What follows belongs to an exercise in optimizing a design on an open flow for small area, a short achievable clock period and few clock cycles per item; a production flow would make more cautious choices.
Function was checked by simulation only, so behaviour that the tests miss may differ from the original.
Power figures rest on the tool's default switching activity, not on a simulated workload.

### design.v
module dct1d_loeffler #(
    parameter INPUT_WIDTH = 8,
    parameter OUTPUT_WIDTH = 16,
    parameter COEF_WIDTH = 16   
)(
    input  wire                           clk,
    input  wire                           rst_n,
    input  wire                           in_valid,
    input  wire signed [INPUT_WIDTH-1:0]  in_sample,
    input  wire [2:0]                     in_index,    
    input  wire                           in_last,     
    output reg                            out_valid,
    output reg  signed [OUTPUT_WIDTH-1:0] out_coef,
    output reg  [2:0]                     out_index,
    output reg                            out_last
);
    localparam signed [COEF_WIDTH-1:0] C1 = 16'sd16069;  
    localparam signed [COEF_WIDTH-1:0] C2 = 16'sd15137;  
    localparam signed [COEF_WIDTH-1:0] C3 = 16'sd13623;  
    localparam signed [COEF_WIDTH-1:0] C4 = 16'sd11585;  
    localparam signed [COEF_WIDTH-1:0] C5 = 16'sd9102;   
    localparam signed [COEF_WIDTH-1:0] C6 = 16'sd6270;   
    localparam signed [COEF_WIDTH-1:0] C7 = 16'sd3196;   
    localparam signed [COEF_WIDTH-1:0] S2 = 16'sd11585;  
    reg signed [INPUT_WIDTH-1:0] x [0:7];
    reg [2:0] sample_count;
    reg block_ready;
    always @(posedge clk or negedge rst_n) begin
        if (!rst_n) begin
            sample_count <= 0;
            block_ready <= 0;
        end else begin
            if (in_valid) begin
                x[in_index] <= in_sample;
                if (in_last) begin
                    sample_count <= 0;
                    block_ready <= 1;
                end else begin
                    sample_count <= sample_count + 1;
                end
            end else begin
                block_ready <= 0;
            end
        end
    end
    reg signed [INPUT_WIDTH:0] s1_a0, s1_a1, s1_a2, s1_a3;
    reg signed [INPUT_WIDTH:0] s1_b0, s1_b1, s1_b2, s1_b3;
    reg s1_valid;
    always @(posedge clk or negedge rst_n) begin
        if (!rst_n) begin
            s1_valid <= 0;
        end else begin
            s1_valid <= block_ready;
            if (block_ready) begin
                s1_a0 <= x[0] + x[7];
                s1_a1 <= x[1] + x[6];
                s1_a2 <= x[2] + x[5];
                s1_a3 <= x[3] + x[4];
                s1_b0 <= x[0] - x[7];
                s1_b1 <= x[1] - x[6];
                s1_b2 <= x[2] - x[5];
                s1_b3 <= x[3] - x[4];
            end
        end
    end
    reg signed [INPUT_WIDTH+1:0] s2_c0, s2_c1, s2_c2, s2_c3;
    reg signed [INPUT_WIDTH+1:0] s2_d0, s2_d1, s2_d2, s2_d3;
    reg s2_valid;
    always @(posedge clk or negedge rst_n) begin
        if (!rst_n) begin
            s2_valid <= 0;
        end else begin
            s2_valid <= s1_valid;
            if (s1_valid) begin
                s2_c0 <= s1_a0 + s1_a3;
                s2_c1 <= s1_a1 + s1_a2;
                s2_c2 <= s1_a1 - s1_a2;
                s2_c3 <= s1_a0 - s1_a3;
                s2_d0 <= s1_b0;
                s2_d1 <= s1_b1;
                s2_d2 <= s1_b2;
                s2_d3 <= s1_b3;
            end
        end
    end
    reg signed [OUTPUT_WIDTH-1:0] s3_X0, s3_X2, s3_X4, s3_X6;
    reg signed [COEF_WIDTH+INPUT_WIDTH+1:0] s3_t0, s3_t1, s3_t2, s3_t3;
    reg s3_valid;
    always @(posedge clk or negedge rst_n) begin
        if (!rst_n) begin
            s3_valid <= 0;
        end else begin
            s3_valid <= s2_valid;
            if (s2_valid) begin
                s3_X0 <= (s2_c0 + s2_c1) >>> 0;
                s3_X4 <= (s2_c0 - s2_c1) >>> 0;
                s3_t0 <= (s2_c2 * C6);
                s3_t1 <= (s2_c3 * C2);
                s3_t2 <= (s2_c2 * C2);
                s3_t3 <= (s2_c3 * C6);
            end
        end
    end
    reg signed [OUTPUT_WIDTH-1:0] s4_X0, s4_X2, s4_X4, s4_X6;
    reg signed [COEF_WIDTH+INPUT_WIDTH+1:0] s4_odd [0:7];
    reg s4_valid;
    always @(posedge clk or negedge rst_n) begin
        if (!rst_n) begin
            s4_valid <= 0;
        end else begin
            s4_valid <= s3_valid;
            if (s3_valid) begin
                s4_X0 <= s3_X0;
                s4_X4 <= s3_X4;
                s4_X2 <= (s3_t0 + s3_t1) >>> 14;
                s4_X6 <= (s3_t2 - s3_t3) >>> 14;
                s4_odd[0] <= (s2_d0 * C7);
                s4_odd[1] <= (s2_d1 * C5);
                s4_odd[2] <= (s2_d2 * C3);
                s4_odd[3] <= (s2_d3 * C1);
                s4_odd[4] <= (s2_d0 * C1);
                s4_odd[5] <= (s2_d1 * C3);
                s4_odd[6] <= (s2_d2 * C5);
                s4_odd[7] <= (s2_d3 * C7);
            end
        end
    end
    reg signed [OUTPUT_WIDTH-1:0] s5_X0, s5_X2, s5_X4, s5_X6;
    reg signed [COEF_WIDTH+INPUT_WIDTH+2:0] s5_p0, s5_p1, s5_p2, s5_p3;
    reg s5_valid;
    always @(posedge clk or negedge rst_n) begin
        if (!rst_n) begin
            s5_valid <= 0;
        end else begin
            s5_valid <= s4_valid;
            if (s4_valid) begin
                s5_X0 <= s4_X0;
                s5_X2 <= s4_X2;
                s5_X4 <= s4_X4;
                s5_X6 <= s4_X6;
                s5_p0 <= (s4_odd[0] + s4_odd[3]) >>> 14;
                s5_p1 <= (s4_odd[1] + s4_odd[2]) >>> 14;
                s5_p2 <= (s4_odd[1] - s4_odd[2]) >>> 14;
                s5_p3 <= (s4_odd[0] - s4_odd[3]) >>> 14;
            end
        end
    end
    reg signed [OUTPUT_WIDTH-1:0] s6_X [0:7];
    reg s6_valid;
    always @(posedge clk or negedge rst_n) begin
        if (!rst_n) begin
            s6_valid <= 0;
        end else begin
            s6_valid <= s5_valid;
            if (s5_valid) begin
                s6_X[0] <= s5_X0;
                s6_X[4] <= s5_X4;
                s6_X[2] <= s5_X2;
                s6_X[6] <= s5_X6;
                s6_X[1] <= (s5_p0 + s5_p1);
                s6_X[7] <= (s5_p0 - s5_p1);
                s6_X[5] <= (((s5_p2 + s5_p3) * S2) >>> 14);
                s6_X[3] <= (((s5_p3 - s5_p2) * S2) >>> 14);
            end
        end
    end
    reg [2:0] out_cnt;
    reg outputting;
    always @(posedge clk or negedge rst_n) begin
        if (!rst_n) begin
            out_valid <= 0;
            out_cnt <= 0;
            outputting <= 0;
        end else begin
            if (s6_valid && !outputting) begin
                outputting <= 1;
                out_cnt <= 0;
                out_valid <= 1;
                out_coef <= s6_X[0];
                out_index <= 0;
                out_last <= 0;
            end else if (outputting) begin
                if (out_cnt < 7) begin
                    out_cnt <= out_cnt + 1;
                    out_coef <= s6_X[out_cnt + 1];
                    out_index <= out_cnt + 1;
                    out_last <= (out_cnt == 6);
                    out_valid <= 1;
                end else begin
                    outputting <= 0;
                    out_valid <= 0;
                end
            end else begin
                out_valid <= 0;
            end
        end
    end
endmodule
module transpose_buffer #(
    parameter DATA_WIDTH = 16
)(
    input  wire                         clk,
    input  wire                         rst_n,
    input  wire                         wr_en,
    input  wire [2:0]                   wr_row,
    input  wire [2:0]                   wr_col,
    input  wire signed [DATA_WIDTH-1:0] wr_data,
    input  wire                         wr_block_done,
    input  wire                         rd_en,
    output reg  signed [DATA_WIDTH-1:0] rd_data,
    output reg                          rd_valid,
    output reg                          rd_block_done
);
    reg signed [DATA_WIDTH-1:0] buffer_A [0:63];
    reg signed [DATA_WIDTH-1:0] buffer_B [0:63];
    reg active_wr_buf;  
    reg active_rd_buf;  
    reg buf_A_ready;
    reg buf_B_ready;
    reg [2:0] rd_row, rd_col;
    reg reading;
    wire [5:0] wr_addr = {wr_row, wr_col};
    wire [5:0] rd_addr = {rd_row, rd_col};
    always @(posedge clk or negedge rst_n) begin
        if (!rst_n) begin
            active_wr_buf <= 0;
            buf_A_ready <= 0;
            buf_B_ready <= 0;
        end else begin
            if (wr_en) begin
                if (active_wr_buf == 0) begin
                    buffer_A[wr_addr] <= wr_data;
                end else begin
                    buffer_B[wr_addr] <= wr_data;
                end
            end
            if (wr_block_done) begin
                if (active_wr_buf == 0) begin
                    buf_A_ready <= 1;
                    active_wr_buf <= 1;
                end else begin
                    buf_B_ready <= 1;
                    active_wr_buf <= 0;
                end
            end
            if (rd_en && rd_col == 0 && rd_row == 0) begin
                if (active_rd_buf == 0)
                    buf_A_ready <= 0;
                else
                    buf_B_ready <= 0;
            end
        end
    end
    always @(posedge clk or negedge rst_n) begin
        if (!rst_n) begin
            rd_row <= 0;
            rd_col <= 0;
            reading <= 0;
            rd_valid <= 0;
            rd_block_done <= 0;
            active_rd_buf <= 0;  
        end else begin
            rd_block_done <= 0;
            if (!reading && ((active_rd_buf == 0 && buf_A_ready) || 
                           (active_rd_buf == 1 && buf_B_ready))) begin
                reading <= 1;
                rd_row <= 0;
                rd_col <= 0;
            end
            if (reading && rd_en) begin
                if (active_rd_buf == 0) begin
                    rd_data <= buffer_A[rd_addr];
                end else begin
                    rd_data <= buffer_B[rd_addr];
                end
                rd_valid <= 1;
                if (rd_row == 7) begin
                    rd_row <= 0;
                    if (rd_col == 7) begin
                        rd_col <= 0;
                        reading <= 0;
                        rd_block_done <= 1;
                        active_rd_buf <= ~active_rd_buf;
                    end else begin
                        rd_col <= rd_col + 1;
                    end
                end else begin
                    rd_row <= rd_row + 1;
                end
            end else begin
                rd_valid <= 0;
            end
        end
    end
endmodule
module dct2d_top #(
    parameter INPUT_WIDTH = 8,
    parameter OUTPUT_WIDTH = 16
)(
    input  wire                          clk,
    input  wire                          rst_n,
    input  wire                          s_axis_tvalid,
    output wire                          s_axis_tready,
    input  wire [INPUT_WIDTH-1:0]        s_axis_tdata,
    input  wire                          s_axis_tlast,   
    output wire                          m_axis_tvalid,
    input  wire                          m_axis_tready,
    output wire [OUTPUT_WIDTH-1:0]       m_axis_tdata,
    output wire                          m_axis_tlast    
);
    localparam IDLE = 0, ROW_INPUT = 1, ROW_PROCESS = 2, 
               TRANSPOSE = 3, COL_PROCESS = 4, OUTPUT = 5;
    reg [2:0] state;
    reg [5:0] in_pixel_cnt;   
    reg [2:0] in_row, in_col;
    wire                         row_dct_in_valid;
    wire signed [INPUT_WIDTH-1:0] row_dct_in_sample;
    wire [2:0]                   row_dct_in_index;
    wire                         row_dct_in_last;
    wire                         row_dct_out_valid;
    wire signed [OUTPUT_WIDTH-1:0] row_dct_out_coef;
    wire [2:0]                   row_dct_out_index;
    wire                         row_dct_out_last;
    reg                          trans_wr_en;
    reg [2:0]                    trans_wr_row, trans_wr_col;
    reg signed [OUTPUT_WIDTH-1:0] trans_wr_data;
    reg                          trans_wr_block_done;
    wire                         trans_rd_en;
    wire signed [OUTPUT_WIDTH-1:0] trans_rd_data;
    wire                         trans_rd_valid;
    wire                         trans_rd_block_done;
    wire                         col_dct_in_valid;
    wire signed [OUTPUT_WIDTH-1:0] col_dct_in_sample;
    wire [2:0]                   col_dct_in_index;
    wire                         col_dct_in_last;
    wire                         col_dct_out_valid;
    wire signed [OUTPUT_WIDTH-1:0] col_dct_out_coef;
    wire [2:0]                   col_dct_out_index;
    wire                         col_dct_out_last;
    reg signed [INPUT_WIDTH-1:0] input_buffer [0:7];
    reg [2:0] buf_cnt;
    reg row_process_req;
    reg [2:0] current_row;
    reg [2:0] col_done_cnt;
    assign s_axis_tready = (state == ROW_INPUT) || (state == IDLE);
    always @(posedge clk or negedge rst_n) begin
        if (!rst_n) begin
            state <= IDLE;
            in_pixel_cnt <= 0;
            in_row <= 0;
            in_col <= 0;
            buf_cnt <= 0;
            row_process_req <= 0;
            current_row <= 0;
            col_done_cnt <= 0;
        end else begin
            case (state)
                IDLE: begin
                    if (s_axis_tvalid && s_axis_tready) begin
                        state <= ROW_INPUT;
                        in_pixel_cnt <= 1;
                        in_row <= 0;
                        in_col <= 1;
                        input_buffer[0] <= s_axis_tdata;
                        buf_cnt <= 1;
                    end
                end
                ROW_INPUT: begin
                    if (s_axis_tvalid && s_axis_tready) begin
                        input_buffer[buf_cnt] <= s_axis_tdata;
                        buf_cnt <= buf_cnt + 1;
                        in_pixel_cnt <= in_pixel_cnt + 1;
                        if (in_col == 7) begin
                            in_col <= 0;
                            in_row <= in_row + 1;
                            row_process_req <= 1;
                            state <= ROW_PROCESS;
                        end else begin
                            in_col <= in_col + 1;
                        end
                    end
                end
                ROW_PROCESS: begin
                    row_process_req <= 0;
                    if (row_dct_out_valid && row_dct_out_last) begin
                        if (current_row == 7) begin
                            state <= TRANSPOSE;
                            current_row <= 0;
                        end else begin
                            current_row <= current_row + 1;
                            state <= ROW_INPUT;
                            buf_cnt <= 0;
                        end
                    end
                end
                TRANSPOSE: begin
                    if (trans_wr_block_done) begin
                        state <= COL_PROCESS;
                    end
                end
                COL_PROCESS: begin
                    if (col_dct_out_valid && col_dct_out_last) begin
                        col_done_cnt <= col_done_cnt + 1;
                        if (col_done_cnt == 7) begin
                            state <= IDLE;
                            in_pixel_cnt <= 0;
                        end
                    end
                end
            endcase
        end
    end
    reg [2:0] row_feed_cnt;
    reg row_feeding;
    assign row_dct_in_valid = row_feeding;
    assign row_dct_in_sample = input_buffer[row_feed_cnt];
    assign row_dct_in_index = row_feed_cnt;
    assign row_dct_in_last = (row_feed_cnt == 7);
    always @(posedge clk or negedge rst_n) begin
        if (!rst_n) begin
            row_feeding <= 0;
            row_feed_cnt <= 0;
        end else begin
            if (row_process_req && !row_feeding) begin
                row_feeding <= 1;
                row_feed_cnt <= 0;
            end else if (row_feeding) begin
                if (row_feed_cnt == 7) begin
                    row_feeding <= 0;
                    row_feed_cnt <= 0;
                end else begin
                    row_feed_cnt <= row_feed_cnt + 1;
                end
            end
        end
    end
    reg [2:0] trans_row_cnt, trans_col_cnt;
    always @(posedge clk or negedge rst_n) begin
        if (!rst_n) begin
            trans_wr_en <= 0;
            trans_wr_row <= 0;
            trans_wr_col <= 0;
            trans_wr_block_done <= 0;
            trans_row_cnt <= 0;
            trans_col_cnt <= 0;
        end else begin
            trans_wr_block_done <= 0;
            if (row_dct_out_valid) begin
                trans_wr_en <= 1;
                trans_wr_data <= row_dct_out_coef;
                trans_wr_row <= trans_row_cnt;
                trans_wr_col <= row_dct_out_index;
                if (row_dct_out_last) begin
                    if (trans_row_cnt == 7) begin
                        trans_wr_block_done <= 1;
                        trans_row_cnt <= 0;
                    end else begin
                        trans_row_cnt <= trans_row_cnt + 1;
                    end
                end
            end else begin
                trans_wr_en <= 0;
            end
        end
    end
    assign trans_rd_en = (state == COL_PROCESS) && !col_dct_in_valid;
    assign col_dct_in_valid = trans_rd_valid;
    assign col_dct_in_sample = trans_rd_data;
    reg [2:0] col_feed_idx;
    always @(posedge clk or negedge rst_n) begin
        if (!rst_n) begin
            col_feed_idx <= 0;
        end else begin
            if (trans_rd_valid) begin
                col_feed_idx <= col_feed_idx + 1;
            end
        end
    end
    assign col_dct_in_index = col_feed_idx;
    assign col_dct_in_last = (col_feed_idx == 7) && trans_rd_valid;
    assign m_axis_tvalid = col_dct_out_valid;
    assign m_axis_tdata = col_dct_out_coef;
    assign m_axis_tlast = col_dct_out_last;
    dct1d_loeffler #(
        .INPUT_WIDTH(INPUT_WIDTH),
        .OUTPUT_WIDTH(OUTPUT_WIDTH)
    ) row_dct (
        .clk(clk),
        .rst_n(rst_n),
        .in_valid(row_dct_in_valid),
        .in_sample(row_dct_in_sample),
        .in_index(row_dct_in_index),
        .in_last(row_dct_in_last),
        .out_valid(row_dct_out_valid),
        .out_coef(row_dct_out_coef),
        .out_index(row_dct_out_index),
        .out_last(row_dct_out_last)
    );
    transpose_buffer #(
        .DATA_WIDTH(OUTPUT_WIDTH)
    ) transpose (
        .clk(clk),
        .rst_n(rst_n),
        .wr_en(trans_wr_en),
        .wr_row(trans_wr_row),
        .wr_col(trans_wr_col),
        .wr_data(trans_wr_data),
        .wr_block_done(trans_wr_block_done),
        .rd_en(trans_rd_en),
        .rd_data(trans_rd_data),
        .rd_valid(trans_rd_valid),
        .rd_block_done(trans_rd_block_done)
    );
    dct1d_loeffler #(
        .INPUT_WIDTH(OUTPUT_WIDTH),
        .OUTPUT_WIDTH(OUTPUT_WIDTH)
    ) col_dct (
        .clk(clk),
        .rst_n(rst_n),
        .in_valid(col_dct_in_valid),
        .in_sample(col_dct_in_sample),
        .in_index(col_dct_in_index),
        .in_last(col_dct_in_last),
        .out_valid(col_dct_out_valid),
        .out_coef(col_dct_out_coef),
        .out_index(col_dct_out_index),
        .out_last(col_dct_out_last)
    );
endmodule
### constraint.sdc
create_clock -name core_clock -period 10.0 [get_ports {clk}]
set_input_delay 2.0000 -clock core_clock [delete_from_list [all_inputs] [get_ports {clk}]]
set_output_delay 2.0000 -clock core_clock [all_outputs]
set_load 0.01 [all_outputs]
### run.sh
#!/bin/bash
# synth_recipe.tcl (not shown) runs the flow's synth.tcl, then flattens the netlist and writes it again
# the make line also repeats each setting of config.mk as NAME=value (left out here)
make -C /OpenROAD-flow-scripts/flow DESIGN_CONFIG=/design/flow/config.mk WORK_HOME=/design/flow/orfs CLKGATE_MAP_FILE= SYNTH_SCRIPT=/design/flow/synth_recipe.tcl finish
### config.mk
export PLATFORM = sky130hd
export DESIGN_NAME = dct2d_top
export DESIGN_NICKNAME = dct2d_top
export VERILOG_FILES = /design/flow/design.v
export SDC_FILE = /design/flow/constraint.sdc
export NUM_CORES = 4
export LEC_CHECK = 0
export CAP_MARGIN = 20
export CORE_MARGIN = 2
export CORE_UTILIZATION = 40
export PLACE_DENSITY = 0.6
export SLEW_MARGIN = 20
==> results.toml <==
[floorplanning]
die_h_um = 740
die_area_sq_um = 548000
rows = 270
pin_count = 32
start_util = 0.401
core_area_sq_um = 540000
die_x_um = 740

[clock_tree]
cts.sinks = 3609
h-tree-depth = 5
cts_setup_buffers = 0
cts_tree = "built"
clk_latency_ps = 1100
clockBufferDepth = 4
cts_root_buf = "clkbuf_16"
ctsHoldBuffers = 0
cts_resized = 0
cts_buffers = 377
path_clk_slew_ps = 60

[setup_path]
cp-start-kind = "flip-flop"
r2r_slack_ps = 1610
slowest_delay_ps = 610
cp.required_ps = 10640
arrival_ps = 9040
crit_family = "adder cells"
path_buf_inv = 3
worst-setup-path-type = "reg -> reg"
crit_slowest_cell = "a2111oi_0"
crit_path_max_fanout = 8
endpoint_kind = "flip-flop"

[finish]
register_area_sq_um = 108000
drive_gt1_frac = 0.0614
multi_input_area_sq_um = 98000
syn_to_final_growth_pct = 10.7
nets = 21100
fillers = 48700

[pwr]
pwr_density_cell_nw_per_um2 = 233
static-leakage-power_nw = 98.3
intPower_w = 0.0363
vdd_drop_max_uv = 665
seqPwrFrac = 0.360
switchingPower_w = 0.0195
sw_frac_of_total = 0.350
combPwrFrac = 0.391
clkPwrFrac = 0.249
totalPowerFinal_w = 0.0558

[grt]
grt_first_pass_wirelength_um = 876000
antenna_found_initial = 20
grt_start_max_net_pins = 151
globalRoute.totalOverflow = 0
grt_pass1_vias = 132000
grt_usage = 0.215

[logic_synthesis]
synth_nets = 20700
synth_cells = 16900
synth_seq_cells = 3609
synth_area_leader_cell = "edfxtp_1"
synth-main-ff-cell = "edfxtp_1"
seq_area_frac_synth = 0.498
yosysWarnings = 13
synthArstFlopShare = 0.0188
ys_types = 95
synth_top_area_frac = 0.491
ys_top_cells_by_area = "edfxtp_1, ha_1, fa_1"
synth_edf_count = 3541
synthesis.area_sq_um = 217000
avgSynthCellArea_sq_um = 12.8

[placement]
port_buffers = 29
dpl.hpwl_um = 414000
gp_congestion = 0.885

[run]
maxCapViolCount = 0

[timing]
finalSetupViolCount = 0
slew_headroom = 0.160
hold_violations = 0
tightestPinTransition_ps = 1260
max_freq_mhz = 119
period_share = 0.839
period_needed_ps = 8390
drv_slew = 0
tns_ps = 0
finalClockSkew_ps = 210
rsz0062_at_grt = "false"

[detailed_routing]
drc = 0
firstDrtPassIters = 7
via_per_inst = 5.39
routed_wirelength_um = 599000
routedWlPerCell_um = 24.2
initialDrtViolationCount = 14400
via_count = 134000
ant_nets = 0

[min_path]
hold_path.class = "reg -> reg"

[outcome]
status = "timing/DRC/antenna clean"
metrics by stage:
stage	instances	instance area, sq um	hold WS (ps)	util	worst slack [ps]
2_1_floorplan	16900	217000	347	-	2700
3_3_place_gp	24100	228000	357	0.422	1620
3_5_place_dp	24100	228000	361	0.422	1670
4_1_cts	24800	240000	372	0.444	1580
5_1_grt	24800	240000	374	0.444	687
6_report	24800	240000	366	0.444	1610
placed cells by master, fill, tap and decap left out, types with 34 or more instances in the layout:
cell	n
nor2_4	107
nand2b_1	102
nand3_1	192
nand2_1	552
mux2_2	36
and2_1	46
o21ai_0	302
dfrtp_1	68
clkbuf_16	381
nor2_1	783
mux2i_1	34
buf_4	261
a222oi_1	38
o21ai_1	77
xnor2_1	594
clkinv_1	70
clkinv_2	76
inv_1	2798
and3_1	110
o31ai_1	47
or3_1	48
edfxtp_1	3541
nor3_1	220
clkbuf_1	63
a21o_1	165
ha_1	2568
nor4_1	70
o21bai_1	147
o21a_1	97
a22oi_1	524
nor2b_1	139
a22o_1	196
xor2_1	275
a21oi_1	591
fa_1	1210
a221oi_1	206
nand4_1	162
a31oi_1	69
routing by layer:
| metal | share of wire | track usage | up-vias |
|---|---|---|---|
| met3 | 0.092 | 0.0451 | 1272 |
| li1 | - | - | 60700 |
| met4 | 0.041 | 0.0747 | 4 |
| met1 | 0.41 | 0.287 | 66100 |
| met2 | 0.46 | 0.348 | 5635 |
| met5 | 0.000045 | 0.000437 | - |
synthesized netlist by cell type, drive strengths merged (18+ instances only):
library cell and n:
edfxtp 3541, inv 2800, ha 2568, fa 1210, nor2 901, xnor2 596, a21oi 594, nand2 552
a22oi 524, o21ai 380, xor2 277, clkbuf 275, nor3 225, a221oi 207, a22o 196, nand3 192
a21o 165, nand4 162, o21bai 147, nor2b 140, and3 110, nand2b 102, o21a 98, nor4 75
a31oi 69, dfrtp 68, and2 59, o31ai 48, or3 48, buf 40, a222oi 38, mux2 36
o41ai 35, mux2i 34, a2111oi 32, a211oi 32, or2 32, a21boi 25, o2111ai 23, or4 21
a211o 18
sequential cells by signal, indices dropped and copies added (netlist names), 18 cells and up:
register / flops
row_dct.s6_X: 98
col_dct.s3_t3: 28
col_dct.s5_p2: 19
col_dct.s3_t0: 28
row_dct.s3_t2: 25
transpose.buffer_A: 896
row_dct.s3_t1: 25
row_dct.s3_t0: 22
col_dct.s3_t2: 30
transpose.buffer_B: 896
row_dct.s3_t3: 22
col_dct.s2_c2: 18
input_buffer: 64
row_dct.s4_odd: 91
col_dct.s2_c3: 18
col_dct.s3_t1: 30
col_dct.x: 112
col_dct.s6_X: 126
row_dct.x: 64
col_dct.s5_p3: 19
col_dct.s4_odd: 123
worst register-to-register path: cells and delay by family (launching register included):
kind	cells	cell delay [ps]
mux	1	150
simple gates	4	800
buf+inv	3	220
compound gates	16	3190
xor+xnor	1	120
flops	1	430
fa+ha+maj	8	3200
path summary, 6_finish.rpt:
check / from / endpoint / depth (start not counted)
worst min register to register: col_dct.s4_X2[2] / col_dct.s5_X2[2] / 0
worst min-delay path: col_dct.s4_X2[2] / col_dct.s5_X2[2] / 0
worst max register to register: row_dct.s5_p2[1] / row_dct.s6_X[5][12] / 33
worst max-delay path: row_dct.s5_p2[1] / row_dct.s6_X[5][12] / 33
min in group asynchronous: rst_n / col_dct.out_cnt[2] / 1
max in group asynchronous: rst_n / trans_wr_row[2] / 2
cells by family after synthesis:
kind of cell,share of synthesized area
adders and majority gates,0.260
buffers and inverters,0.0540
AOI/OAI and AO/OA,0.0904
xor gates and xnor gates,0.0354
and+or+nand+nor,0.0583
muxes,0.00344
DFF,0.498
power by group through the flow:
stage / Combinational [W] / Clock [W] / Sequential [W]
after floorplan: 0.0160 / 0 / 0.0205
after global placement: 0.0218 / 0 / 0.0204
after detailed placement: 0.0219 / 0 / 0.0204
after CTS: 0.0222 / 0.0141 / 0.0201
after global routing: 0.0253 / 0.0147 / 0.0202
final: 0.0218 / 0.0139 / 0.0201
layout make-up:
type / count / share of cell area
sequential: 3609 / 0.450
clock inverter: 234 / 0.00920
antenna: 12 / 0.000125
multi-input combinational: 10200 / 0.408
inverter: 2801 / 0.0438
timing repair buffer: 293 / 0.00970
clock buffer: 451 / 0.0411
tap: 7208 / 0.0376
Testbench counts, summed over its fixed seeds: cycles 64,160, blocks 160.

==> afterwards: timing with drivers on the ports <==
The flow's constraints put no driver on any port. The routed layout listed below was extracted and timed again, unchanged, in two steps. Step 1, drivers: a clkbuf_16 drives clk and a buf_2 each remaining input, both assumed. Step 2 adds t to the input delays and takes it off the output delays; t is the mean of the earliest and latest rising clock arrival at the registers after step 1. Input paths then give back, and output paths get back, about the clock's delay inside the block. Three values: ideal, step 1, step 2; two values: the first two.
t, ns: 1.114
slack for setup (ns): 1.609 / 1.609 / 1.609
worst setup path after step 2: register to register
clock arrival spread, ns: 0.215 / 0.214
slew at the worst register clock pin (ns): 0.07 / 0.07
After both steps this run still meets setup and hold. For this run, drivers alone change the setup slack by 0.000 ns; drivers and shift together by 0.000 ns.
